Background: an optimization exercise with open tools, aiming at a short achievable clock period and few clock cycles. Do not read the settings as production practice.
RTL that was checked went through simulation tests only; none was proved equivalent to the original.
The RTL of run 1 was laid out without a check of its function.
Power is estimated from default activity; no workload was simulated.

==> flow/design.v, too long to show whole: its modules and the start of the top module <==
// module mul_csa: 1462 lines
// module cpu: 697 lines
module cpu(	input clock,
			input reset,
			output 	[31:0] PC_out,
			input  	[31:0] instr_in,
			output 	[31:0] data_addr,
			output ren,
			output wen,
			output 	[31:0] data_out,
			input 	[31:0] data_in,
			output 	[3:0]  byte_select,
			input memReady
			);
  // ...
==> flow/flow/run.sh <==
#!/bin/bash
# Own layout flow: the standard synthesis unchanged, then ORFS from floorplan to
# finish with a tighter setup repair target (the design's SDC is unchanged; only
# repair_timing's margin is raised) and buf_4 cells as the port buffers.
set -euo pipefail
bash standard.sh synth > synth_make.log 2>&1
bash standard.sh finish SETUP_SLACK_MARGIN=14 TNS_END_PERCENT=100 \
  "BUFFER_PORTS_ARGS=-buffer_cell sky130_fd_sc_hd__buf_4" > layout_make.log 2>&1
==> flow/standard.sh <==
#!/bin/bash
# synth_recipe.tcl (not shown) runs the flow's synth.tcl, then flattens the netlist and writes it again
# the make line also repeats each setting of config.mk as NAME=value (left out here)
make -C /OpenROAD-flow-scripts/flow DESIGN_CONFIG=/design/flow/config.mk WORK_HOME=/design/flow/orfs CLKGATE_MAP_FILE= SYNTH_SCRIPT=/design/flow/synth_recipe.tcl "${@:-finish}"
==> flow/config.mk <==
export PLATFORM = sky130hd
export DESIGN_NAME = cpu
export DESIGN_NICKNAME = cpu
export VERILOG_FILES = /design/flow/design.v
export SDC_FILE = /design/flow/constraint.sdc
export NUM_CORES = 8
export LEC_CHECK = 0
export ABC_CLOCK_PERIOD_IN_PS = 5000
export CAP_MARGIN = 20
export CORE_MARGIN = 2
export CORE_UTILIZATION = 30
export SLEW_MARGIN = 20
==> flow/constraint.sdc <==
create_clock -name core_clock -period 20.0 [get_ports {clock}]
set_input_delay 4.0000 -clock core_clock [delete_from_list [all_inputs] [get_ports {clock}]]
set_output_delay 4.0000 -clock core_clock [all_outputs]
set_load 0.01 [all_outputs]
==> metrics.md, run 1 <==
| Metric | Value |
|---|---|
| Max stage delay on crit path | `0.60 ns` |
| Synth top area cells | `edfxtp_1 46%, mux4_2 8.3%, mux2_2 7.2%` |
| Mapped Avg Cell Area | `~13 um^2` |
| Final instance area | `between 0.4 and 0.5 mm^2` |
| Worst Hold Class | `register to register` |
| Met2 Use GR | `slightly below 40%` |
| Tmin final | `7.11 ns` |
| Most common cell in the netlist | `edfxtp_1` |
| Hold EP | `ld_w[4]` |
| Setup slack after layout | `about 13 ns` |
| Fmax | `~140 MHz` |
| #MultiIn Comb | `about 19,000` |
| Status | `complete, no violations` |
| Met3 routed WL | `233,000 um` |
| Synthesized net count | `between 30,000 and 40,000` |
| Hold path start | `o_w[4]` |
| Setup Skew | `0.146 ns` |
| Power Density | `roughly 120 mW/mm^2` |
| Detailed-route wire length per cell | `37.2 um` |
| LEAKAGE | `approximately 160 nW` |
| Clkbuf count | `just under 1,000` |
| FF+latch count | `around 7,000` |
| Top delay family on crit path | `simple AND/OR/NAND/NOR gates` |
| Slew HR | `between 7 and 8%` |
| Maximum VDD drop | `about 0.00012 V` |
| Register Area | `~0.21 mm^2` |
| Main combinational cell family by area after synthesis | `multiplexers` |
| Total global routing overflow | `0` |
| Port bufs | `~170` |
==> module cpu, before the edit <==
module cpu(	input clock,
			input reset,
			output 	[31:0] PC_out,
			input  	[31:0] instr_in,
			output 	[31:0] data_addr,
			output ren,
			output wen,
			output 	[31:0] data_out,
			input 	[31:0] data_in,
			output 	[3:0]  byte_select,
			input memReady
			);
localparam BTB_N = 64;
reg [31:0] pc_f1;
reg [15:2] pc_bt;    
reg        f2_v;
reg [31:0] f2_pc, f2_pnpc;
reg        f2_bhit;
reg [1:0]  f2_bctr;
reg [7:0]  f2_phi;
reg        f2_ptk;      
reg        s_v;
reg [31:0] s_ir, s_pc, s_pnpc;
reg        s_bhit;
reg [1:0]  s_bctr;
reg [7:0]  s_phi;
reg        d_v;
reg [31:0] d_ir, d_pc, d_pnpc;
reg        d_bhit;
reg [1:0]  d_bctr;
reg [7:0]  d_phi;
reg        x_v;
reg [31:0] x_pc, x_a, x_b, x_imm, x_link, x_btgt, x_pnpc;
reg [4:0]  x_rs1, x_rs2, x_rd;
reg        x_use1, x_use2, x_wr;
reg        x_selpc, x_selimm, x_zeroa;
reg [2:0]  x_f3;
reg        x_sub, x_sra;
reg        x_br, x_jal, x_jalr, x_mul, x_mulph;
reg        x_ptaken, x_tgtok, x_bhit, x_ret;
reg [1:0]  x_bctr;
reg [7:0]  x_phi;
reg [31:0] x_ms, x_mc;
reg        x_l1, x_l2;       
reg [31:0] rf [1:31];
reg [31:1] rf_ok;            
reg        w_v;
reg [4:0]  w_rd;
reg [31:0] w_res;
reg [31:0] ld_pend;
reg        q0_v, q0_ld, q0_st, q0_dp;
reg [31:0] q0_addr, q0_data;
reg [3:0]  q0_bsel;
reg [4:0]  q0_rd;
reg [2:0]  q0_f3;
reg        q1_v, q1_ld, q1_st, q1_dp;
reg [31:0] q1_addr, q1_data;
reg [3:0]  q1_bsel;
reg [4:0]  q1_rd;
reg [2:0]  q1_f3;
reg        o_v;
reg [4:0]  o_rd;
reg [2:0]  o_f3;
reg [1:0]  o_a;
reg [24:0] dc_tag  [0:31];
reg [3:0]  dc_bv   [0:31];
reg [31:0] dc_data [0:31];
reg        x_ld, x_st;
reg [31:0] x_addr;
reg [3:0]  x_bsel;
reg [2:0]  x_lf3;
reg        q0_fill, q1_fill, o_fill, ld_fill;    
reg [29:0] o_w, ld_w;
reg        pf_v;             
reg [29:0] pf_w;
reg [31:0] ld_raw;
reg        ld_v;
reg [4:0]  ld_rd;
reg [31:0] ldr;
reg        btb_v   [0:BTB_N-1];
reg [7:0]  btb_tag [0:BTB_N-1];
reg [13:0] btb_tgt [0:BTB_N-1];    
reg        btb_br  [0:BTB_N-1];    
reg [5:0]  lh  [0:63];
reg [1:0]  pht [0:255];
reg        btb_ret [0:BTB_N-1];
reg [31:0] ras   [0:15];
reg        ras_v [0:15];
reg [3:0]  ras_sp;
assign PC_out      = pc_f1;
assign data_addr   = q0_addr;
assign ren         = q0_v & q0_ld;
assign wen         = q0_v & q0_st & ~q0_dp;
assign data_out    = q0_data;
assign byte_select = q0_bsel;
wire [31:0] ras_top  = ras[ras_sp];
wire        ras_topv = ras_v[ras_sp];
wire [5:0]  f1_idx  = pc_bt[7:2];
wire        f1_bhit = btb_v[f1_idx] & (btb_tag[f1_idx] == pc_bt[15:8]);
wire [5:0]  f1_hist = lh[pc_bt[7:2]];
wire [7:0]  f1_phi  = {f1_hist, 2'b00} ^ pc_bt[9:2];
wire [1:0]  f1_bctr = pht[f1_phi];
wire        f1_take = f1_bhit & (~btb_br[f1_idx] | f1_bctr[1]);
wire [31:0] f1_seq  = pc_f1 + 32'd4;
wire        f1_useras = btb_ret[f1_idx] & ras_topv;
wire [31:0] f1_pnpc = f1_take ? (f1_useras ? ras_top : {pc_f1[31:16], btb_tgt[f1_idx], 2'b00}) : f1_seq;
wire [6:0] d_op  = d_ir[6:0];
wire [2:0] d_f3  = d_ir[14:12];
wire [4:0] d_rd  = d_ir[11:7];
wire [4:0] d_rs1 = d_ir[19:15];
wire [4:0] d_rs2 = d_ir[24:20];
wire d_lui   = (d_op == 7'b0110111);
wire d_auipc = (d_op == 7'b0010111);
wire d_jal   = (d_op == 7'b1101111);
wire d_jalr  = (d_op == 7'b1100111);
wire d_br    = (d_op == 7'b1100011);
wire d_ld    = (d_op == 7'b0000011);
wire d_st    = (d_op == 7'b0100011);
wire d_opi   = (d_op == 7'b0010011);
wire d_opr   = (d_op == 7'b0110011);
wire d_mul   = d_opr & (d_ir[31:25] == 7'b0000001);
wire d_mem   = d_ld | d_st;
wire d_use1  = d_jalr | d_br | d_ld | d_st | d_opi | d_opr;
wire d_use2  = d_br | d_st | d_opr;
wire d_wr    = (d_lui | d_auipc | d_jal | d_jalr | d_ld | d_opi | d_opr) & (d_rd != 5'd0);
wire [31:0] imm_i = {{20{d_ir[31]}}, d_ir[31:20]};
wire [31:0] imm_s = {{20{d_ir[31]}}, d_ir[31:25], d_ir[11:7]};
wire [31:0] imm_b = {{19{d_ir[31]}}, d_ir[31], d_ir[7], d_ir[30:25], d_ir[11:8], 1'b0};
wire [31:0] imm_u = {d_ir[31:12], 12'b0};
wire [31:0] imm_j = {{11{d_ir[31]}}, d_ir[31], d_ir[19:12], d_ir[20], d_ir[30:21], 1'b0};
wire [31:0] d_imm  = (d_lui | d_auipc) ? imm_u : imm_i;
wire [31:0] d_aimm = d_st ? imm_s : imm_i;
wire [31:0] d_link = d_pc + 32'd4;
wire [31:0] d_btgt = d_pc + imm_b;
wire [31:0] d_jtgt = d_pc + imm_j;
wire [31:0] rf1 = (d_rs1 == 5'd0) ? 32'd0 : (rf_ok[d_rs1] ? rf[d_rs1] : ((d_rs1 == 5'd2) ? 32'd256 : 32'd0));
wire [31:0] rf2 = (d_rs2 == 5'd0) ? 32'd0 : (rf_ok[d_rs2] ? rf[d_rs2] : ((d_rs2 == 5'd2) ? 32'd256 : 32'd0));
wire        ld_wr = ld_v & (ld_rd != 5'd0);
wire        ldm1  = ld_wr & (ld_rd == d_rs1);
wire        ldm2  = ld_wr & (ld_rd == d_rs2);
wire        x_done;         
wire        x_wen;          
wire [31:0] x_res;
wire        xm1 = x_wen & (x_rd == d_rs1);
wire        xm2 = x_wen & (x_rd == d_rs2);
wire        wm1   = w_v & (w_rd == d_rs1);
wire        wm2   = w_v & (w_rd == d_rs2);
wire [31:0] rs1_nox = wm1 ? w_res : (ldm1 ? ldr : rf1);
wire [31:0] rs2_nox = wm2 ? w_res : (ldm2 ? ldr : rf2);
wire [31:0] d_a = xm1 ? x_res : rs1_nox;
wire [31:0] d_b = xm2 ? x_res : rs2_nox;
wire [12:0] d_alo   = {1'b0, rs1_nox[11:0]} + {1'b0, d_aimm[11:0]};
wire [19:0] d_ahi0  = rs1_nox[31:12];
wire [19:0] d_ahip  = rs1_nox[31:12] + 20'd1;
wire [19:0] d_ahim  = rs1_nox[31:12] - 20'd1;
wire [19:0] d_ahi   = d_aimm[11] ? (d_alo[12] ? d_ahi0 : d_ahim) : (d_alo[12] ? d_ahip : d_ahi0);
wire [31:0] d_addr  = {d_ahi, d_alo[11:0]};
reg  [3:0]  d_bsel;
always @(*) begin
	case (d_f3[1:0])
		2'b00:   d_bsel = 4'b0001 << d_addr[1:0];
		2'b01:   d_bsel = d_addr[1] ? 4'b1100 : 4'b0011;
		default: d_bsel = 4'b1111;
	endcase
end
wire x_wrpend = x_v & x_wr;    
wire pend1 = ld_pend[d_rs1] & ~ldm1;
wire pend2 = ld_pend[d_rs2] & ~ldm2;
wire pendd = ld_pend[d_rd] & ~(ld_wr & (ld_rd == d_rd));
wire haz_base = d_mem & (pend1 | (x_wrpend & (x_rd == d_rs1) & (d_rs1 != 5'd0)));
wire d_rdsrc  = (d_use1 & (d_rs1 == d_rd)) | (d_use2 & (d_rs2 == d_rd));
wire haz_waw  = d_wr & (pendd | (x_v & x_ld & (x_rd == d_rd))) & ~(d_rdsrc & ~d_mem);
wire x_stall;
wire x_redirect;
wire [31:0] x_target;
wire d_stall = x_stall | haz_base | haz_waw;
wire d_adv   = d_v & ~d_stall & ~x_redirect;
wire d_ctl      = d_br | d_jal | d_jalr;
wire d_link_rd  = (d_rd == 5'd1) | (d_rd == 5'd5);
wire d_link_rs  = (d_rs1 == 5'd1) | (d_rs1 == 5'd5);
wire d_call     = (d_jal | d_jalr) & d_link_rd;
wire d_ret      = d_jalr & d_link_rs & ~d_link_rd;
wire d_bad_seq  = ~d_ctl & (d_pnpc != d_link);
wire d_bad_jal  = d_jal & (d_pnpc != d_jtgt);
wire d_bad_ret  = d_ret & ras_topv & (d_pnpc != ras_top);
wire d_redirect = d_v & ~x_redirect & (d_bad_seq | d_bad_jal | d_bad_ret);
wire [31:0] d_target = d_jal ? d_jtgt : (d_ret ? ras_top : d_link);
wire xl1 = ld_v & x_l1;
wire xl2 = ld_v & x_l2;
wire x_wait = (x_use1 & ld_pend[x_rs1] & ~xl1) | (x_use2 & ld_pend[x_rs2] & ~xl2);
wire [31:0] xa = x_a;
wire [31:0] xb = x_b;
assign x_stall = x_v & (x_wait | (x_mul & ~x_mulph) | ((x_ld | x_st) & q1_v));
assign x_done  = x_v & ~x_stall;
wire [29:0] x_w      = x_addr[31:2];
wire [4:0]  x_idx    = x_w[4:0] ^ x_w[9:5] ^ x_w[14:10];
wire        x_tagok  = (dc_tag[x_idx] == x_w[29:5]);
wire        x_hit    = x_tagok & ((dc_bv[x_idx] & x_bsel) == x_bsel);
wire [31:0] dcw      = dc_data[x_idx];
reg  [31:0] dc_al;
always @(*) begin
	case (x_lf3)
		3'd0: case (x_addr[1:0])
				2'd0: dc_al = {{24{dcw[7]}},  dcw[7:0]};
				2'd1: dc_al = {{24{dcw[15]}}, dcw[15:8]};
				2'd2: dc_al = {{24{dcw[23]}}, dcw[23:16]};
				default: dc_al = {{24{dcw[31]}}, dcw[31:24]};
			endcase
		3'd4: case (x_addr[1:0])
				2'd0: dc_al = {24'd0, dcw[7:0]};
				2'd1: dc_al = {24'd0, dcw[15:8]};
				2'd2: dc_al = {24'd0, dcw[23:16]};
				default: dc_al = {24'd0, dcw[31:24]};
			endcase
		3'd1: dc_al = x_addr[1] ? {{16{dcw[31]}}, dcw[31:16]} : {{16{dcw[15]}}, dcw[15:0]};
		3'd5: dc_al = x_addr[1] ? {16'd0, dcw[31:16]} : {16'd0, dcw[15:0]};
		default: dc_al = dcw;
	endcase
end
assign x_wen   = x_done & x_wr;
wire   x_push  = x_done & (x_st | (x_ld & ~x_hit));
wire   st_upd  = x_done & x_st;
wire [29:0] x_pw    = x_w + 30'd1;     
wire [4:0]  x_pidx  = x_pw[4:0] ^ x_pw[9:5] ^ x_pw[14:10];
wire        x_pin   = (dc_tag[x_pidx] == x_pw[29:5]) & (dc_bv[x_pidx] == 4'hf);
wire        pf_req  = x_done & x_ld & ~x_pin;
wire [31:0] inA = x_selpc ? x_pc : (x_zeroa ? 32'd0 : xa);
wire [31:0] inB = x_selimm ? x_imm : xb;
wire [31:0] sum  = x_sub ? (inA - inB) : (inA + inB);
wire        ltu  = (inA < inB);
wire        lt   = (inA[31] ^ inB[31]) ? inA[31] : ltu;
wire [31:0] sll  = inA << inB[4:0];
wire [31:0] srx  = (inA >> inB[4:0]) | ((x_sra & inA[31]) ? ~(32'hffffffff >> inB[4:0]) : 32'd0);
reg [31:0] alu;
always @(*) begin
	case (x_f3)
		3'd0: alu = sum;
		3'd1: alu = sll;
		3'd2: alu = {31'd0, lt};
		3'd3: alu = {31'd0, ltu};
		3'd4: alu = inA ^ inB;
		3'd5: alu = srx;
		3'd6: alu = inA | inB;
		default: alu = inA & inB;
	endcase
end
wire [31:0] ms, mc;
mul_csa mul_tree(.a(xa), .b(xb), .s(ms), .c(mc));
wire [31:0] mul_res = x_ms + x_mc;
assign x_res = x_ld ? dc_al : (x_mul ? mul_res : ((x_jal | x_jalr) ? x_link : alu));
wire beq  = (xa == xb);
wire bltu = (xa < xb);
wire blt  = (xa[31] ^ xb[31]) ? xa[31] : bltu;
reg  btaken;
always @(*) begin
	case (x_f3)
		3'd0: btaken = beq;
		3'd1: btaken = ~beq;
		3'd4: btaken = blt;
		3'd5: btaken = ~blt;
		3'd6: btaken = bltu;
		3'd7: btaken = ~bltu;
		default: btaken = 1'b0;
	endcase
end
wire [31:0] jalr_t = (xa + x_imm) & 32'hfffffffe;
wire br_mis   = x_br & (btaken ? ~(x_ptaken & x_tgtok) : x_ptaken);
wire jalr_mis = x_jalr & (jalr_t != x_pnpc);
assign x_redirect = x_done & (br_mis | jalr_mis);
assign x_target   = x_jalr ? jalr_t : (btaken ? x_btgt : x_link);
wire        bt_upd   = x_done & (x_br | x_jal | x_jalr);
wire        bt_taken = x_jal | x_jalr | btaken;
wire [31:0] bt_tgt   = x_jalr ? jalr_t : x_btgt;
wire [5:0]  bt_idx   = x_pc[7:2];
reg  [1:0]  bt_ctr;
always @(*) begin
	if (btaken)              bt_ctr = (x_bctr == 2'd3) ? 2'd3 : x_bctr + 2'd1;
	else                     bt_ctr = (x_bctr == 2'd0) ? 2'd0 : x_bctr - 2'd1;
end
wire q_acc   = q0_v & ~q0_dp & memReady;
wire arrive  = o_v & memReady;
reg [31:0] ld_al;
always @(*) begin
	case (o_f3)
		3'd0: case (o_a)
				2'd0: ld_al = {{24{data_in[7]}},  data_in[7:0]};
				2'd1: ld_al = {{24{data_in[15]}}, data_in[15:8]};
				2'd2: ld_al = {{24{data_in[23]}}, data_in[23:16]};
				default: ld_al = {{24{data_in[31]}}, data_in[31:24]};
			endcase
		3'd4: case (o_a)
				2'd0: ld_al = {24'd0, data_in[7:0]};
				2'd1: ld_al = {24'd0, data_in[15:8]};
				2'd2: ld_al = {24'd0, data_in[23:16]};
				default: ld_al = {24'd0, data_in[31:24]};
			endcase
		3'd1: ld_al = o_a[1] ? {{16{data_in[31]}}, data_in[31:16]} : {{16{data_in[15]}}, data_in[15:0]};
		3'd5: ld_al = o_a[1] ? {16'd0, data_in[31:16]} : {16'd0, data_in[15:0]};
		default: ld_al = data_in;
	endcase
end
reg  [31:0] x_sd;
always @(*) begin
	case (x_lf3[1:0])
		2'b00:   x_sd = {4{x_b[7:0]}};
		2'b01:   x_sd = {2{x_b[15:0]}};
		default: x_sd = x_b;
	endcase
end
wire        n_dp  = x_st & ld_pend[x_rs2] & ~xl2;
wire [4:0]  n_rd  = x_st ? x_rs2 : x_rd;
wire        q0_cap = q0_dp & ld_v & (ld_rd == q0_rd);
wire        q1_cap = q1_dp & ld_v & (ld_rd == q1_rd);
reg  [31:0] q0_dnew, q1_dnew;
always @(*) begin
	case (q0_f3[1:0])
		2'b00:   q0_dnew = {4{ldr[7:0]}};
		2'b01:   q0_dnew = {2{ldr[15:0]}};
		default: q0_dnew = ldr;
	endcase
	case (q1_f3[1:0])
		2'b00:   q1_dnew = {4{ldr[7:0]}};
		2'b01:   q1_dnew = {2{ldr[15:0]}};
		default: q1_dnew = ldr;
	endcase
end
wire [31:0] q0_dc  = q0_cap ? q0_dnew : q0_data;
wire [31:0] q1_dc  = q1_cap ? q1_dnew : q1_data;
wire        q0_dpc = q0_dp & ~q0_cap;
wire        q1_dpc = q1_dp & ~q1_cap;
wire        q_shift = ~q0_v | q_acc;    
wire d_take   = ~d_v | d_adv;
wire        f2_isjal = (instr_in[6:0] == 7'b1101111);
wire [31:0] f2_jt    = f2_pc + {{11{instr_in[31]}}, instr_in[31], instr_in[19:12], instr_in[20], instr_in[30:21], 1'b0};
wire        f2_redir = f2_v & f2_isjal & ~f2_ptk;
wire [31:0] f2_pn    = f2_redir ? f2_jt : f2_pnpc;
wire d_take_p = ~d_v | ~d_stall;      
wire s_v_nx_p = (s_v & ~d_take_p) | (f2_v & (s_v | ~d_take_p));
wire s_v_next = (s_v & ~d_take) | (f2_v & (s_v | ~d_take));
wire issue    = ~s_v_next;
wire d_from_s = d_take & s_v;
always @(posedge clock or negedge reset) begin
	if (reset == 1'b0) begin
		pc_f1 <= 32'd0;
		pc_bt <= 14'h3fff;
		f2_v  <= 1'b0;
		s_v   <= 1'b0;
		d_v   <= 1'b0;
	end else if (x_redirect) begin
		pc_f1 <= x_target;
		pc_bt <= x_target[15:2];
		f2_v  <= 1'b0;
		s_v   <= 1'b0;
		d_v   <= 1'b0;
	end else if (d_redirect) begin
		pc_f1 <= d_target;
		pc_bt <= d_target[15:2];
		f2_v  <= 1'b0;
		s_v   <= 1'b0;
		if (d_adv)
			d_v <= 1'b0;
	end else if (f2_redir) begin
		pc_f1 <= f2_jt;
		pc_bt <= f2_jt[15:2];
		f2_v  <= 1'b0;
		if (d_take)
			d_v <= s_v | f2_v;
		s_v  <= s_v_next;
	end else begin
		if (d_take)
			d_v <= s_v | f2_v;
		s_v  <= s_v_next;
		f2_v <= issue;
		if (issue) begin
			pc_f1 <= f1_pnpc;
			pc_bt <= f1_pnpc[15:2];
		end
	end
end
always @(posedge clock) begin
	if (d_take_p) begin
		if (s_v) begin
			d_ir   <= s_ir;
			d_pc   <= s_pc;
			d_pnpc <= s_pnpc;
			d_bhit <= s_bhit;
			d_bctr <= s_bctr;
			d_phi  <= s_phi;
		end else begin
			d_ir   <= instr_in;
			d_pc   <= f2_pc;
			d_pnpc <= f2_pn;
			d_bhit <= f2_bhit;
			d_bctr <= f2_bctr;
			d_phi  <= f2_phi;
		end
	end else if (d_redirect) begin
		d_pnpc <= d_target;
	end
	if (f2_v & ((d_take_p & s_v) | ~d_take_p)) begin
		s_ir   <= instr_in;
		s_pc   <= f2_pc;
		s_pnpc <= f2_pn;
		s_bhit <= f2_bhit;
		s_bctr <= f2_bctr;
		s_phi  <= f2_phi;
	end
	if (~s_v_nx_p) begin
		f2_pc   <= pc_f1;
		f2_pnpc <= f1_pnpc;
		f2_bhit <= f1_bhit;
		f2_bctr <= f1_bctr;
		f2_phi  <= f1_phi;
		f2_ptk  <= f1_take;
	end
end
always @(posedge clock or negedge reset) begin
	if (reset == 1'b0) begin
		x_v     <= 1'b0;
		x_mulph <= 1'b0;
	end else if (x_stall) begin
		if (x_mul & ~x_wait)
			x_mulph <= 1'b1;
	end else begin
		x_v     <= d_adv;
		x_mulph <= 1'b0;
	end
end
wire [4:0] x_rs1_n = x_stall ? x_rs1 : d_rs1;
wire [4:0] x_rs2_n = x_stall ? x_rs2 : d_rs2;
wire       ca1 = (o_rd == x_rs1_n) & (o_rd != 5'd0);
wire       ca2 = (o_rd == x_rs2_n) & (o_rd != 5'd0);
always @(posedge clock) begin
	x_l1 <= ca1;
	x_l2 <= ca2;
	if (arrive & ca1)
		x_a <= ld_al;
	else if (~x_stall)
		x_a <= d_a;
	if (arrive & ca2)
		x_b <= ld_al;
	else if (~x_stall)
		x_b <= d_b;
	if (x_stall) begin
		if (x_mul & ~x_wait) begin
			x_ms <= ms;
			x_mc <= mc;
		end
	end else begin
		x_pc    <= d_pc;
		x_imm   <= d_imm;
		x_link  <= d_link;
		x_btgt  <= d_jal ? d_jtgt : d_btgt;
		x_pnpc  <= d_pnpc;
		x_rs1   <= d_rs1;
		x_rs2   <= d_rs2;
		x_rd    <= d_rd;
		x_use1  <= d_use1 & ~d_mem;
		x_use2  <= d_use2 & ~d_mem;
		x_wr    <= d_wr;
		x_ld    <= d_ld;
		x_st    <= d_st;
		x_addr  <= d_addr;
		x_bsel  <= d_bsel;
		x_lf3   <= d_f3;
		x_selpc <= d_auipc;
		x_zeroa <= d_lui;
		x_selimm <= ~(d_opr | d_br);
		x_f3    <= (d_opi | d_opr | d_br) ? d_f3 : 3'd0;
		x_sub   <= d_opr & d_ir[30];
		x_sra   <= d_ir[30];
		x_br    <= d_br;
		x_jal   <= d_jal;
		x_jalr  <= d_jalr;
		x_mul   <= d_mul;
		x_ptaken <= (d_pnpc != d_link);
		x_tgtok  <= (d_pnpc == d_btgt);
		x_bhit  <= d_bhit;
		x_bctr  <= d_bctr;
		x_phi   <= d_phi;
		x_ret   <= d_ret;
	end
end
always @(posedge clock or negedge reset) begin
	if (reset == 1'b0)
		w_v <= 1'b0;
	else
		w_v <= x_wen;
end
always @(posedge clock) begin
	w_rd  <= x_rd;
	w_res <= x_res;
end
integer ri;
always @(posedge clock) begin
	for (ri = 1; ri < 32; ri = ri + 1) begin
		if (w_v & (w_rd == ri))
			rf[ri] <= w_res;
		else if (ld_v & (ld_rd == ri))
			rf[ri] <= ldr;
	end
end
integer vi;
always @(posedge clock or negedge reset) begin
	if (reset == 1'b0) begin
		rf_ok <= 31'd0;
	end else begin
		for (vi = 1; vi < 32; vi = vi + 1)
			if ((w_v & (w_rd == vi)) | (ld_v & (ld_rd == vi)))
				rf_ok[vi] <= 1'b1;
	end
end
integer pi;
always @(posedge clock or negedge reset) begin
	if (reset == 1'b0) begin
		ld_pend <= 32'd0;
	end else begin
		for (pi = 1; pi < 32; pi = pi + 1) begin
			if (x_push & x_ld & (x_rd == pi))
				ld_pend[pi] <= 1'b1;
			else if (ld_v & (ld_rd == pi))
				ld_pend[pi] <= 1'b0;
		end
		ld_pend[0] <= 1'b0;
	end
end
always @(posedge clock or negedge reset) begin
	if (reset == 1'b0) begin
		q0_v <= 1'b0;
		q1_v <= 1'b0;
	end else if (q_shift) begin
		q0_v <= q1_v | x_push | pf_v;
		q1_v <= (q1_v | pf_v) & x_push;
	end else if (x_push) begin
		q1_v <= 1'b1;
	end
end
wire q0_fill_c = q0_fill & ~(st_upd & (q0_addr[31:2] == x_w));
wire q1_fill_c = q1_fill & ~(st_upd & (q1_addr[31:2] == x_w));
wire o_fill_c  = o_fill  & ~(st_upd & (o_w == x_w));
wire pf_take = q_shift & ~q1_v & pf_v;
always @(posedge clock or negedge reset) begin
	if (reset == 1'b0)
		pf_v <= 1'b0;
	else if (pf_req)
		pf_v <= 1'b1;
	else if (pf_take | (st_upd & (x_w == pf_w)))
		pf_v <= 1'b0;
end
always @(posedge clock)
	if (pf_req)
		pf_w <= x_pw;
always @(posedge clock) begin
	if (q_shift) begin
		q0_fill <= q1_v ? q1_fill_c : ~(pf_v & st_upd & (pf_w == x_w));
		q1_fill <= 1'b1;
	end else begin
		q0_fill <= q0_fill_c;
		q1_fill <= q1_v ? q1_fill_c : 1'b1;
	end
	if (q_shift) begin
		if (q1_v) begin
			q0_ld <= q1_ld; q0_st <= q1_st; q0_addr <= q1_addr; q0_data <= q1_dc;
			q0_bsel <= q1_bsel; q0_rd <= q1_rd; q0_f3 <= q1_f3; q0_dp <= q1_dpc;
			q1_ld <= x_ld; q1_st <= x_st; q1_addr <= x_addr; q1_data <= x_sd;
			q1_bsel <= x_bsel; q1_rd <= n_rd; q1_f3 <= x_lf3; q1_dp <= n_dp;
		end else if (~pf_v) begin
			q0_ld <= x_ld; q0_st <= x_st; q0_addr <= x_addr; q0_data <= x_sd;
			q0_bsel <= x_bsel; q0_rd <= n_rd; q0_f3 <= x_lf3; q0_dp <= n_dp;
		end else begin
			q0_ld <= 1'b1; q0_st <= 1'b0; q0_addr <= {pf_w, 2'b00};
			q0_rd <= 5'd0; q0_f3 <= 3'd2; q0_dp <= 1'b0;
			q1_ld <= x_ld; q1_st <= x_st; q1_addr <= x_addr; q1_data <= x_sd;
			q1_bsel <= x_bsel; q1_rd <= n_rd; q1_f3 <= x_lf3; q1_dp <= n_dp;
		end
	end else begin
		q0_data <= q0_dc;
		q0_dp   <= q0_dpc;
		if (~q1_v) begin
			q1_ld <= x_ld; q1_st <= x_st; q1_addr <= x_addr; q1_data <= x_sd;
			q1_bsel <= x_bsel; q1_rd <= n_rd; q1_f3 <= x_lf3; q1_dp <= n_dp;
		end else begin
			q1_data <= q1_dc;
			q1_dp   <= q1_dpc;
		end
	end
end
always @(posedge clock or negedge reset) begin
	if (reset == 1'b0) begin
		o_v  <= 1'b0;
		ld_v <= 1'b0;
	end else begin
		if (q_acc & q0_ld)
			o_v <= 1'b1;
		else if (arrive)
			o_v <= 1'b0;
		ld_v <= arrive;
	end
end
always @(posedge clock) begin
	if (q_acc & q0_ld) begin
		o_w  <= q0_addr[31:2];
		o_fill <= q0_fill_c;
		o_rd <= q0_rd;
		o_f3 <= q0_f3;
		o_a  <= q0_addr[1:0];
	end else begin
		o_fill <= o_fill_c;
	end
	ld_rd <= o_rd;
	ldr   <= ld_al;
	ld_raw <= data_in;
	ld_w   <= o_w;
	ld_fill <= o_fill_c;
end
wire [4:0] fill_idx = ld_w[4:0] ^ ld_w[9:5] ^ ld_w[14:10];
wire       fill_ok  = ld_v & ld_fill & ~(st_upd & (x_idx == fill_idx));
integer ci;
always @(posedge clock or negedge reset) begin
	if (reset == 1'b0) begin
		for (ci = 0; ci < 32; ci = ci + 1)
			dc_bv[ci] <= 4'd0;
	end else begin
		if (fill_ok)
			dc_bv[fill_idx] <= 4'hf;
		if (st_upd) begin
			if (n_dp)
				dc_bv[x_idx] <= x_tagok ? (dc_bv[x_idx] & ~x_bsel) : dc_bv[x_idx];
			else
				dc_bv[x_idx] <= x_tagok ? (dc_bv[x_idx] | x_bsel) : x_bsel;
		end
	end
end
always @(posedge clock) begin
	if (fill_ok) begin
		dc_tag[fill_idx]  <= ld_w[29:5];
		dc_data[fill_idx] <= ld_raw;
	end
	if (st_upd & ~n_dp) begin
		dc_tag[x_idx] <= x_w[29:5];
		if (x_bsel[0]) dc_data[x_idx][7:0]   <= x_sd[7:0];
		if (x_bsel[1]) dc_data[x_idx][15:8]  <= x_sd[15:8];
		if (x_bsel[2]) dc_data[x_idx][23:16] <= x_sd[23:16];
		if (x_bsel[3]) dc_data[x_idx][31:24] <= x_sd[31:24];
	end
end
integer ai;
always @(posedge clock or negedge reset) begin
	if (reset == 1'b0) begin
		ras_sp <= 4'd0;
		for (ai = 0; ai < 16; ai = ai + 1)
			ras_v[ai] <= 1'b0;
	end else if (d_adv) begin
		if (d_call) begin
			ras_v[ras_sp + 4'd1] <= 1'b1;
			ras_sp <= ras_sp + 4'd1;
		end else if (d_ret) begin
			ras_sp <= ras_sp - 4'd1;
		end
	end
end
always @(posedge clock) begin
	if (d_adv & d_call)
		ras[ras_sp + 4'd1] <= d_link;
end
integer hi;
always @(posedge clock or negedge reset) begin
	if (reset == 1'b0) begin
		for (hi = 0; hi < 64; hi = hi + 1)
			lh[hi] <= 6'd0;
		for (hi = 0; hi < 256; hi = hi + 1)
			pht[hi] <= 2'd2;
	end else if (x_done & x_br) begin
		lh[x_pc[7:2]] <= {lh[x_pc[7:2]][4:0], btaken};
		pht[x_phi]    <= bt_ctr;
	end
end
integer bi;
always @(posedge clock or negedge reset) begin
	if (reset == 1'b0) begin
		for (bi = 0; bi < BTB_N; bi = bi + 1)
			btb_v[bi] <= 1'b0;
	end else if (bt_upd & bt_taken) begin
		btb_v[bt_idx] <= 1'b1;
	end
end
always @(posedge clock) begin
	if (bt_upd) begin
		if (bt_taken) begin
			btb_tag[bt_idx] <= x_pc[15:8];
			btb_tgt[bt_idx] <= bt_tgt[15:2];
			btb_br[bt_idx]  <= x_br;
			btb_ret[bt_idx] <= x_ret;
		end
	end
end
endmodule
==> inputs of run 2 (changes only) <==
--- a/flow/design.v
+++ b/flow/design.v
@@ -1460,6 +1460,35 @@
 assign s = {s1457, s1455, s1453, s1451, s1449, s1447, s1445, s1443, s1441, s1439, s1437, s1435, s1433, s1431, s1429, s1427, s1425, s1423, s1421, s1419, s1417, s1415, s1413, s1411, s1409, s1407, s1405, s1403, s1401, s1399, p2, p1};
 assign c = {c1456, c1454, c1452, c1450, c1448, c1446, c1444, c1442, c1440, c1438, c1436, c1434, c1432, c1430, c1428, c1426, c1424, c1422, c1420, c1418, c1416, c1414, c1412, c1410, c1408, c1406, c1404, c1402, c1400, p6, p3, 1'b0};
 endmodule
+module pfx_add #(parameter W = 32, parameter L = 5) (
+	input  [W-1:0] a,
+	input  [W-1:0] b,
+	input          cin,
+	output [W-1:0] s,
+	output         co
+);
+wire [W*(L+1)-1:0] g, p;
+wire [W-1:0] x = a ^ b;
+assign g[W-1:0] = (a & b) | {{(W-1){1'b0}}, x[0] & cin};
+assign p[W-1:0] = x;
+genvar l, i;
+generate
+	for (l = 1; l <= L; l = l + 1) begin : lvl
+		for (i = 0; i < W; i = i + 1) begin : bt
+			if (i >= (1 << (l - 1))) begin : cmb
+				assign g[l*W+i] = g[(l-1)*W+i] | (p[(l-1)*W+i] & g[(l-1)*W+i-(1<<(l-1))]);
+				assign p[l*W+i] = p[(l-1)*W+i] & p[(l-1)*W+i-(1<<(l-1))];
+			end else begin : cpy
+				assign g[l*W+i] = g[(l-1)*W+i];
+				assign p[l*W+i] = p[(l-1)*W+i];
+			end
+		end
+	end
+endgenerate
+wire [W-1:0] c = {g[L*W+W-2:L*W], cin};
+assign s  = x ^ c;
+assign co = g[L*W+W-1];
+endmodule
 module cpu(	input clock,
 			input reset,
 			output 	[31:0] PC_out,
@@ -1479,18 +1508,19 @@
 reg [31:0] f2_pc, f2_pnpc;
 reg        f2_bhit;
 reg [1:0]  f2_bctr;
-reg [7:0]  f2_phi;
 reg        f2_ptk;      
 reg        s_v;
 reg [31:0] s_ir, s_pc, s_pnpc;
+reg [31:1] s_s1oh, s_s2oh;
 reg        s_bhit;
 reg [1:0]  s_bctr;
-reg [7:0]  s_phi;
 reg        d_v;
 reg [31:0] d_ir, d_pc, d_pnpc;
+reg [31:1] d_s1oh, d_s2oh;   
+reg        d_w1, d_w2;       
+reg        d_l1, d_l2;       
 reg        d_bhit;
 reg [1:0]  d_bctr;
-reg [7:0]  d_phi;
 reg        x_v;
 reg [31:0] x_pc, x_a, x_b, x_imm, x_link, x_btgt, x_pnpc;
 reg [4:0]  x_rs1, x_rs2, x_rd;
@@ -1501,7 +1531,6 @@
 reg        x_br, x_jal, x_jalr, x_mul, x_mulph;
 reg        x_ptaken, x_tgtok, x_bhit, x_ret;
 reg [1:0]  x_bctr;
-reg [7:0]  x_phi;
 reg [31:0] x_ms, x_mc;
 reg        x_l1, x_l2;       
 reg [31:0] rf [1:31];
@@ -1542,9 +1571,7 @@
 reg        btb_v   [0:BTB_N-1];
 reg [7:0]  btb_tag [0:BTB_N-1];
 reg [13:0] btb_tgt [0:BTB_N-1];    
-reg        btb_br  [0:BTB_N-1];    
-reg [5:0]  lh  [0:63];
-reg [1:0]  pht [0:255];
+reg [1:0]  btb_ctr [0:BTB_N-1];
 reg        btb_ret [0:BTB_N-1];
 reg [31:0] ras   [0:15];
 reg        ras_v [0:15];
@@ -1559,11 +1586,11 @@
 wire        ras_topv = ras_v[ras_sp];
 wire [5:0]  f1_idx  = pc_bt[7:2];
 wire        f1_bhit = btb_v[f1_idx] & (btb_tag[f1_idx] == pc_bt[15:8]);
-wire [5:0]  f1_hist = lh[pc_bt[7:2]];
-wire [7:0]  f1_phi  = {f1_hist, 2'b00} ^ pc_bt[9:2];
-wire [1:0]  f1_bctr = pht[f1_phi];
-wire        f1_take = f1_bhit & (~btb_br[f1_idx] | f1_bctr[1]);
-wire [31:0] f1_seq  = pc_f1 + 32'd4;
+wire [1:0]  f1_bctr = btb_ctr[f1_idx];
+wire        f1_take = f1_bhit & f1_bctr[1];
+wire [31:0] f1_seq;
+wire        f1_seq_co;
+pfx_add add_f1seq(.a(pc_f1), .b(32'd4), .cin(1'b0), .s(f1_seq), .co(f1_seq_co));
 wire        f1_useras = btb_ret[f1_idx] & ras_topv;
 wire [31:0] f1_pnpc = f1_take ? (f1_useras ? ras_top : {pc_f1[31:16], btb_tgt[f1_idx], 2'b00}) : f1_seq;
 wire [6:0] d_op  = d_ir[6:0];
@@ -1592,31 +1619,40 @@
 wire [31:0] imm_j = {{11{d_ir[31]}}, d_ir[31], d_ir[19:12], d_ir[20], d_ir[30:21], 1'b0};
 wire [31:0] d_imm  = (d_lui | d_auipc) ? imm_u : imm_i;
 wire [31:0] d_aimm = d_st ? imm_s : imm_i;
-wire [31:0] d_link = d_pc + 32'd4;
-wire [31:0] d_btgt = d_pc + imm_b;
-wire [31:0] d_jtgt = d_pc + imm_j;
-wire [31:0] rf1 = (d_rs1 == 5'd0) ? 32'd0 : (rf_ok[d_rs1] ? rf[d_rs1] : ((d_rs1 == 5'd2) ? 32'd256 : 32'd0));
-wire [31:0] rf2 = (d_rs2 == 5'd0) ? 32'd0 : (rf_ok[d_rs2] ? rf[d_rs2] : ((d_rs2 == 5'd2) ? 32'd256 : 32'd0));
+wire [31:0] d_link, d_btgt, d_jtgt;
+wire        d_link_co, d_btgt_co, d_jtgt_co;
+pfx_add add_dlink(.a(d_pc), .b(32'd4), .cin(1'b0), .s(d_link), .co(d_link_co));
+pfx_add add_dbtgt(.a(d_pc), .b(imm_b), .cin(1'b0), .s(d_btgt), .co(d_btgt_co));
+pfx_add add_djtgt(.a(d_pc), .b(imm_j), .cin(1'b0), .s(d_jtgt), .co(d_jtgt_co));
+reg [31:0] rf1, rf2;
+integer ki;
+always @(*) begin
+	rf1 = 32'd0;
+	rf2 = 32'd0;
+	for (ki = 1; ki < 32; ki = ki + 1) begin
+		rf1 = rf1 | ({32{d_s1oh[ki] & rf_ok[ki]}} & rf[ki]);
+		rf2 = rf2 | ({32{d_s2oh[ki] & rf_ok[ki]}} & rf[ki]);
+	end
+	rf1[8] = rf1[8] | (d_s1oh[2] & ~rf_ok[2]);
+	rf2[8] = rf2[8] | (d_s2oh[2] & ~rf_ok[2]);
+end
 wire        ld_wr = ld_v & (ld_rd != 5'd0);
-wire        ldm1  = ld_wr & (ld_rd == d_rs1);
-wire        ldm2  = ld_wr & (ld_rd == d_rs2);
+wire        ldm1  = ld_v & d_l1;
+wire        ldm2  = ld_v & d_l2;
 wire        x_done;         
 wire        x_wen;          
 wire [31:0] x_res;
 wire        xm1 = x_wen & (x_rd == d_rs1);
 wire        xm2 = x_wen & (x_rd == d_rs2);
-wire        wm1   = w_v & (w_rd == d_rs1);
-wire        wm2   = w_v & (w_rd == d_rs2);
+wire        wm1   = w_v & d_w1;
+wire        wm2   = w_v & d_w2;
 wire [31:0] rs1_nox = wm1 ? w_res : (ldm1 ? ldr : rf1);
 wire [31:0] rs2_nox = wm2 ? w_res : (ldm2 ? ldr : rf2);
 wire [31:0] d_a = xm1 ? x_res : rs1_nox;
 wire [31:0] d_b = xm2 ? x_res : rs2_nox;
-wire [12:0] d_alo   = {1'b0, rs1_nox[11:0]} + {1'b0, d_aimm[11:0]};
-wire [19:0] d_ahi0  = rs1_nox[31:12];
-wire [19:0] d_ahip  = rs1_nox[31:12] + 20'd1;
-wire [19:0] d_ahim  = rs1_nox[31:12] - 20'd1;
-wire [19:0] d_ahi   = d_aimm[11] ? (d_alo[12] ? d_ahi0 : d_ahim) : (d_alo[12] ? d_ahip : d_ahi0);
-wire [31:0] d_addr  = {d_ahi, d_alo[11:0]};
+wire [31:0] d_addr;
+wire        d_addr_co;
+pfx_add add_agu(.a(rs1_nox), .b(d_aimm), .cin(1'b0), .s(d_addr), .co(d_addr_co));
 reg  [3:0]  d_bsel;
 always @(*) begin
 	case (d_f3[1:0])
@@ -1682,14 +1718,19 @@
 assign x_wen   = x_done & x_wr;
 wire   x_push  = x_done & (x_st | (x_ld & ~x_hit));
 wire   st_upd  = x_done & x_st;
-wire [29:0] x_pw    = x_w + 30'd1;     
+wire [29:0] x_pw;                       
+wire        x_pw_co;
+pfx_add #(30, 5) add_pw(.a(x_w), .b(30'd0), .cin(1'b1), .s(x_pw), .co(x_pw_co));
 wire [4:0]  x_pidx  = x_pw[4:0] ^ x_pw[9:5] ^ x_pw[14:10];
 wire        x_pin   = (dc_tag[x_pidx] == x_pw[29:5]) & (dc_bv[x_pidx] == 4'hf);
 wire        pf_req  = x_done & x_ld & ~x_pin;
 wire [31:0] inA = x_selpc ? x_pc : (x_zeroa ? 32'd0 : xa);
 wire [31:0] inB = x_selimm ? x_imm : xb;
-wire [31:0] sum  = x_sub ? (inA - inB) : (inA + inB);
-wire        ltu  = (inA < inB);
+wire [31:0] sum, cmp_d;
+wire        sum_co, cmp_co;
+pfx_add add_alu(.a(inA), .b(x_sub ? ~inB : inB), .cin(x_sub), .s(sum), .co(sum_co));
+pfx_add add_cmp(.a(inA), .b(~inB), .cin(1'b1), .s(cmp_d), .co(cmp_co));
+wire        ltu  = ~cmp_co;
 wire        lt   = (inA[31] ^ inB[31]) ? inA[31] : ltu;
 wire [31:0] sll  = inA << inB[4:0];
 wire [31:0] srx  = (inA >> inB[4:0]) | ((x_sra & inA[31]) ? ~(32'hffffffff >> inB[4:0]) : 32'd0);
@@ -1708,10 +1749,15 @@
 end
 wire [31:0] ms, mc;
 mul_csa mul_tree(.a(xa), .b(xb), .s(ms), .c(mc));
-wire [31:0] mul_res = x_ms + x_mc;
+wire [31:0] mul_res;
+wire        mul_co;
+pfx_add add_mul(.a(x_ms), .b(x_mc), .cin(1'b0), .s(mul_res), .co(mul_co));
 assign x_res = x_ld ? dc_al : (x_mul ? mul_res : ((x_jal | x_jalr) ? x_link : alu));
 wire beq  = (xa == xb);
-wire bltu = (xa < xb);
+wire [31:0] bcmp_d;
+wire        bcmp_co;
+pfx_add add_bcmp(.a(xa), .b(~xb), .cin(1'b1), .s(bcmp_d), .co(bcmp_co));
+wire bltu = ~bcmp_co;
 wire blt  = (xa[31] ^ xb[31]) ? xa[31] : bltu;
 reg  btaken;
 always @(*) begin
@@ -1725,7 +1771,10 @@
 		default: btaken = 1'b0;
 	endcase
 end
-wire [31:0] jalr_t = (xa + x_imm) & 32'hfffffffe;
+wire [31:0] jalr_s;
+wire        jalr_co;
+pfx_add add_jalr(.a(xa), .b(x_imm), .cin(1'b0), .s(jalr_s), .co(jalr_co));
+wire [31:0] jalr_t = jalr_s & 32'hfffffffe;
 wire br_mis   = x_br & (btaken ? ~(x_ptaken & x_tgtok) : x_ptaken);
 wire jalr_mis = x_jalr & (jalr_t != x_pnpc);
 assign x_redirect = x_done & (br_mis | jalr_mis);
@@ -1736,7 +1785,8 @@
 wire [5:0]  bt_idx   = x_pc[7:2];
 reg  [1:0]  bt_ctr;
 always @(*) begin
-	if (btaken)              bt_ctr = (x_bctr == 2'd3) ? 2'd3 : x_bctr + 2'd1;
+	if (x_jal | x_jalr)      bt_ctr = 2'd3;
+	else if (btaken)         bt_ctr = x_bhit ? ((x_bctr == 2'd3) ? 2'd3 : x_bctr + 2'd1) : 2'd2;
 	else                     bt_ctr = (x_bctr == 2'd0) ? 2'd0 : x_bctr - 2'd1;
 end
 wire q_acc   = q0_v & ~q0_dp & memReady;
@@ -1793,10 +1843,24 @@
 wire        q_shift = ~q0_v | q_acc;    
 wire d_take   = ~d_v | d_adv;
 wire        f2_isjal = (instr_in[6:0] == 7'b1101111);
-wire [31:0] f2_jt    = f2_pc + {{11{instr_in[31]}}, instr_in[31], instr_in[19:12], instr_in[20], instr_in[30:21], 1'b0};
+wire [31:0] f2_jt;
+wire        f2_jt_co;
+pfx_add add_f2jt(.a(f2_pc), .b({{11{instr_in[31]}}, instr_in[31], instr_in[19:12], instr_in[20], instr_in[30:21], 1'b0}), .cin(1'b0), .s(f2_jt), .co(f2_jt_co));
 wire        f2_redir = f2_v & f2_isjal & ~f2_ptk;
 wire [31:0] f2_pn    = f2_redir ? f2_jt : f2_pnpc;
-wire d_take_p = ~d_v | ~d_stall;      
+wire d_take_p = ~d_v | ~d_stall;
+wire [31:0] in_d1   = 32'd1 << instr_in[19:15];
+wire [31:0] in_d2   = 32'd1 << instr_in[24:20];
+wire [31:1] in_s1oh = in_d1[31:1];
+wire [31:1] in_s2oh = in_d2[31:1];
+wire [4:0]  n_rs1   = d_take_p ? (s_v ? s_ir[19:15] : instr_in[19:15]) : d_rs1;
+wire [4:0]  n_rs2   = d_take_p ? (s_v ? s_ir[24:20] : instr_in[24:20]) : d_rs2;
+always @(posedge clock) begin
+	d_w1 <= (n_rs1 == x_rd);
+	d_w2 <= (n_rs2 == x_rd);
+	d_l1 <= (n_rs1 == o_rd) & (o_rd != 5'd0);
+	d_l2 <= (n_rs2 == o_rd) & (o_rd != 5'd0);
+end      
 wire s_v_nx_p = (s_v & ~d_take_p) | (f2_v & (s_v | ~d_take_p));
 wire s_v_next = (s_v & ~d_take) | (f2_v & (s_v | ~d_take));
 wire issue    = ~s_v_next;
@@ -1843,36 +1907,38 @@
 	if (d_take_p) begin
 		if (s_v) begin
 			d_ir   <= s_ir;
+			d_s1oh <= s_s1oh;
+			d_s2oh <= s_s2oh;
 			d_pc   <= s_pc;
 			d_pnpc <= s_pnpc;
 			d_bhit <= s_bhit;
 			d_bctr <= s_bctr;
-			d_phi  <= s_phi;
 		end else begin
 			d_ir   <= instr_in;
+			d_s1oh <= in_s1oh;
+			d_s2oh <= in_s2oh;
 			d_pc   <= f2_pc;
 			d_pnpc <= f2_pn;
 			d_bhit <= f2_bhit;
 			d_bctr <= f2_bctr;
-			d_phi  <= f2_phi;
 		end
 	end else if (d_redirect) begin
 		d_pnpc <= d_target;
 	end
 	if (f2_v & ((d_take_p & s_v) | ~d_take_p)) begin
 		s_ir   <= instr_in;
+		s_s1oh <= in_s1oh;
+		s_s2oh <= in_s2oh;
 		s_pc   <= f2_pc;
 		s_pnpc <= f2_pn;
 		s_bhit <= f2_bhit;
 		s_bctr <= f2_bctr;
-		s_phi  <= f2_phi;
 	end
 	if (~s_v_nx_p) begin
 		f2_pc   <= pc_f1;
 		f2_pnpc <= f1_pnpc;
 		f2_bhit <= f1_bhit;
 		f2_bctr <= f1_bctr;
-		f2_phi  <= f1_phi;
 		f2_ptk  <= f1_take;
 	end
 end
@@ -1939,7 +2005,6 @@
 		x_tgtok  <= (d_pnpc == d_btgt);
 		x_bhit  <= d_bhit;
 		x_bctr  <= d_bctr;
-		x_phi   <= d_phi;
 		x_ret   <= d_ret;
 	end
 end
@@ -2125,18 +2190,6 @@
 	if (d_adv & d_call)
 		ras[ras_sp + 4'd1] <= d_link;
 end
-integer hi;
-always @(posedge clock or negedge reset) begin
-	if (reset == 1'b0) begin
-		for (hi = 0; hi < 64; hi = hi + 1)
-			lh[hi] <= 6'd0;
-		for (hi = 0; hi < 256; hi = hi + 1)
-			pht[hi] <= 2'd2;
-	end else if (x_done & x_br) begin
-		lh[x_pc[7:2]] <= {lh[x_pc[7:2]][4:0], btaken};
-		pht[x_phi]    <= bt_ctr;
-	end
-end
 integer bi;
 always @(posedge clock or negedge reset) begin
 	if (reset == 1'b0) begin
@@ -2151,8 +2204,10 @@
 		if (bt_taken) begin
 			btb_tag[bt_idx] <= x_pc[15:8];
 			btb_tgt[bt_idx] <= bt_tgt[15:2];
-			btb_br[bt_idx]  <= x_br;
+			btb_ctr[bt_idx] <= bt_ctr;
 			btb_ret[bt_idx] <= x_ret;
+		end else if (x_bhit) begin
+			btb_ctr[bt_idx] <= bt_ctr;
 		end
 	end
 end
==> run 2 against run 1 <==
Still clean. Routed wire length fell by 13%. Clock power shrank 13%. Combinational power rose by 9%.
==> metrics.md, run 2 <==
| Metric | Value |
|---|---|
| Number of global-route vias before repair | `between 200k and 250k` |
| CTS sink cnt | `~6,400` |
| Area leader, netlist | `edfxtp_1` |
| Filler Cell Count | `roughly 110k` |
| Seq/Total Area, Yosys | `a little under three fifths` |
| Setup Skew | `0.179 ns (+0.0325 ns)` |
| Register Area | `0.189 mm^2 (-8.7%)` |
| Via density | `6.17` |
| Routed Antenna Nets | `0` |
| Most frequent cells in the layout | `5,896 x edfxtp_1, 3,395 x nand2_1, 1,868 x mux2_2` |
| Largest net degree at the start of global routing | `around 130` |
| Synthesized cell area | `between 0.3 and 0.4 mm^2` |
| R2R depth | `20` |
| Share of flip-flops with an asynchronous set or reset | `roughly 5.2%` |
| Placed Instances | `around 40,000` |
| Worst-margin pin slew | `roughly 1.4 ns` |
| Starting Density | `a little under a third` |
| Final setup TNS | `0 ns` |
| First-pass GRT wire length | `about 2,100,000 um` |
| Ys flop type | `edfxtp_1` |
| Number of distinct library cells after synthesis | `113` |
| R2R setup slack | `approximately 14 ns` |
| WP data required | `~21 ns` |
| Drt first pass iters | `12` |
| Biggest regs | `dc_data (1024), rf (992), btb_tgt (896)` |
| PnR Total Power | `a little under 0.05 W` |
| Clock Tree Root | `clkbuf_16` |
| Clk slew on worst S/H paths | `around 0.07 ns` |
| Synth top area cells | `edfxtp_1 52%, mux4_2 8.0%, mux2_2 6.2%` |
| Largest Register | `dc_data` |
| Total Wirelength | `1,530,000 um` |
| #FFs+latches synth | `roughly 6,400` |
| Flip-flop count of the largest register after layout | `a little over 1,000` |
| Hold Crit Depth | `2` |
| Share of cells above drive strength 1 | `about a quarter` |
| Max stage delay on crit path | `1.04 ns (+0.44 ns)` |
| Mapped Avg Cell Area | `12.8 um^2 (+1.5%)` |
| I/O pin total | `between 150 and 200` |
| Fin crit share | `a little under a third` |
| Die area | `approximately 1.1 mm^2` |
| Max-cap violations | `0` |
| Hold EP | `d_s1oh[19]` |
| Clk buf depth | `5` |
| H-tree depth | `6` |
| Commonest non-fill, non-tap cell in the layout | `edfxtp_1` |
| Core Area | `between 1 and 1.5 mm^2` |
| Drt drc | `0` |
| Setup crit end kind | `register` |
| End of the worst register-to-register path | `x_addr[31]` |
| Fmax | `161 MHz (+15%)` |
| 1st-iter DRT viols | `roughly 49,000` |
| Via count | `~260k` |
| Tmin final | `6.20 ns (-0.911 ns)` |
| Hold path start | `s_s1oh[19]` |
| Power Density | `127 mW/mm^2 (+9.9%)` |
| Most common cell in the netlist | `edfxtp_1` |
| TritonCTS Buffers | `approximately 700` |
| Area of the multi-input gates | `between 0.1 and 0.15 mm^2` |
| Gr usage total | `25.7%` |
| Status | `complete, no violations` |
| Synthesized net count | `27,300 (-9.7%)` |
| Detailed-route wire length per cell | `36.4 um (-2.2%)` |
| Critical path class | `register to register` |
| Port bufs | `168 (unchanged)` |
| Cells after Synth | `~26,000` |
| LEAKAGE | `137 nW (-12%)` |
| Worst Hold Class | `register to register` |
| Final non-filler cell total | `42,000` |
| Post-DP HPWL | `946,000 um` |
| Slew HR | `6.88% (-0.87 points)` |
| Post-synth EDFFs | `5,896` |
| Maximum VDD drop | `0.000202 V (+74%)` |
| Fin nets | `around 27,000` |
| Crit path max-delay cell type | `o21ai_0` |
| Final setup fails | `0` |
| Synth warn | `5` |
| Worst r2r src | `ld_v` |
| CTS tree | `yes` |
| Cell Rows | `between 300 and 400` |
| Top-area cell type share of the netlist area | `a little over half` |
| Critical path cell sequence | `and2_2 > buf_4 > buf_8 > a21oi_1 > nand3_1 > o32ai_1 > buf_4 > o21ai_0 > ha_1 > nor2b_1 > o21ai_0 > o21a_1 > o211ai_1 > a311oi_2 > o31a_1 > nor3_1 > or4_1 > a21o_1 > a21oi_1 > xnor2_1` |
| Crit path arrival time | `7.12 ns` |
| Die H | `1070 um` |
| CTS Hold Buffers Added | `0` |
| Final Hold Fails | `0` |
| Fin. max-slew vios | `0` |
| Crit path launch type | `register` |
| Total global routing overflow | `0 (unchanged)` |
| Initial antenna violation count | `197` |
| Crit path max fanout | `20` |
| Worst skew pair latency | `approximately 1.2 ns` |
| Die Span X | `roughly 1100 um` |
| Syn-to-layout area delta | `14.6%` |
| Final Wtd Congestion | `just over 1` |
| Synth cell count leaders | `5,896 x edfxtp_1, 3,486 x nand2_1, 1,870 x mux2_2` |
| RSZ-0062 raised after global routing | `yes` |
-- run 2: how the worst max path moves through the flow --
stage                 start    endpoint  slack [ns]  cells past startpoint
2_1_floorplan  instr_in[21]  d_pnpc[29]       13.15                     16
6_report               ld_v  x_addr[31]       13.80                     20
3_5_place_dp     x_addr[12]     x_b[20]       11.57                     18
4_1_cts        instr_in[21]   pc_f1[23]       13.88                     17
3_3_place_gp       pc_bt[2]   pc_f1[23]       11.45                     16
5_1_grt        instr_in[21]   pc_f1[23]       13.78                     17
-- run 2: power by group --
group / internal [W] / switching (W) / leakage [nW]
Clock: 0.00741 / 0.00572 / 11.0
Combinational: 0.00657 / 0.0130 / 65.8
Sequential: 0.0159 / 0.000999 / 60.2
-- run 2: critical path: cells and delay by family, from the launching register on --
family                   cells  cell delay [ns]
AO/OA/AOI/OAI               10             2.57
buffers and inverters        3             1.08
AND/OR/NAND/NOR              5             1.03
flip-flops                   1             0.64
adder cells (fa/ha/maj)      1             0.46
XOR/XNOR                     1             0.08
-- run 2: timing repair --
| action | in CTS | in global routing |
|---|---|---|
| buffers inserted | 139 | 51 |
| pin swaps | 84 | 49 |
| setup endpoints to repair | 4463 | 2251 |
| cloned | 52 | 20 |
| gates resized for setup | 411 | 235 |
-- run 2: cell families after synthesis --
kind of cell    synth area share, %
fa+ha+maj                      3.82
buf+inv                        3.52
simple gates                   9.06
flops                          55.5
xor+xnor                       2.05
mux                            16.5
compound gates                 9.49
-- run 2: metal layers --
layer / wire (um) / vias to the layer above / GRT usage (%) / share of wire, %
met2: 625000 / 22900 / 36.2 / 41
li1: - / 100000 / - / -
met5: 841 / - / 0.0786 / 0.055
met3: 236000 / 5406 / 9.97 / 15
met4: 115000 / 98 / 15.4 / 7.5
met1: 554000 / 131000 / 33.2 / 36
-- run 2: layout make-up --
type                            instances  share of cell area [%]
Clock inverter                        364                   0.911
Antenna cell                          133                  0.0855
Inverter                              692                   0.677
Multi-Input combinational cell      17100                    36.9
Clock buffer                          892                    4.85
Timing Repair Buffer                 1359                    3.23
Tap cell                            15100                    4.85
Sequential cell                      6384                    48.4
-- run 2: stage by stage --
stage | hold WS (ns) | worst slack, ns | cell area [um^2] | utilization [%]
2_1_floorplan | 0.346 | 13.15 | 340000 | -
6_report | 0.360 | 13.80 | 389000 | 34.5
5_1_grt | 0.395 | 13.78 | 389000 | 34.5
3_3_place_gp | 0.371 | 11.45 | 360000 | 31.9
3_5_place_dp | 0.376 | 11.57 | 360000 | 31.9
4_1_cts | 0.389 | 13.88 | 387000 | 34.3
Testbench counts of run 2, summed over its fixed seeds: cycles 97,283.

[separate check: timing with driven ports]
No port has a modelled driver above. Below, the same layouts with a new extraction and two added sets of constraints.
Step 1 sets driving cells, clkbuf_16 on the clock port and buf_2 on the other inputs (assumed; they add their load-dependent delay and slew).
Step 2 adds t to the input delays and takes it off the output delays; t is the mean of the earliest and latest rising clock arrival at the registers after step 1. Input paths then give back, and output paths get back, about the clock's delay inside the block.
a / b / c = ideal / step 1 / step 2; a / b = the first two.
run | t (ns) | slack for setup (ns) | worst setup path at the end
run 1 | 1.339 | 12.891 / 12.891 / 11.721 | input to register
run 2 | 1.238 | 13.802 / 13.685 / 12.447 | input to register
After both steps setup and hold are still met in every run listed. The setup slack of run 2, which loses most, moves by -0.117 ns with the drivers and by -1.355 ns with both steps.
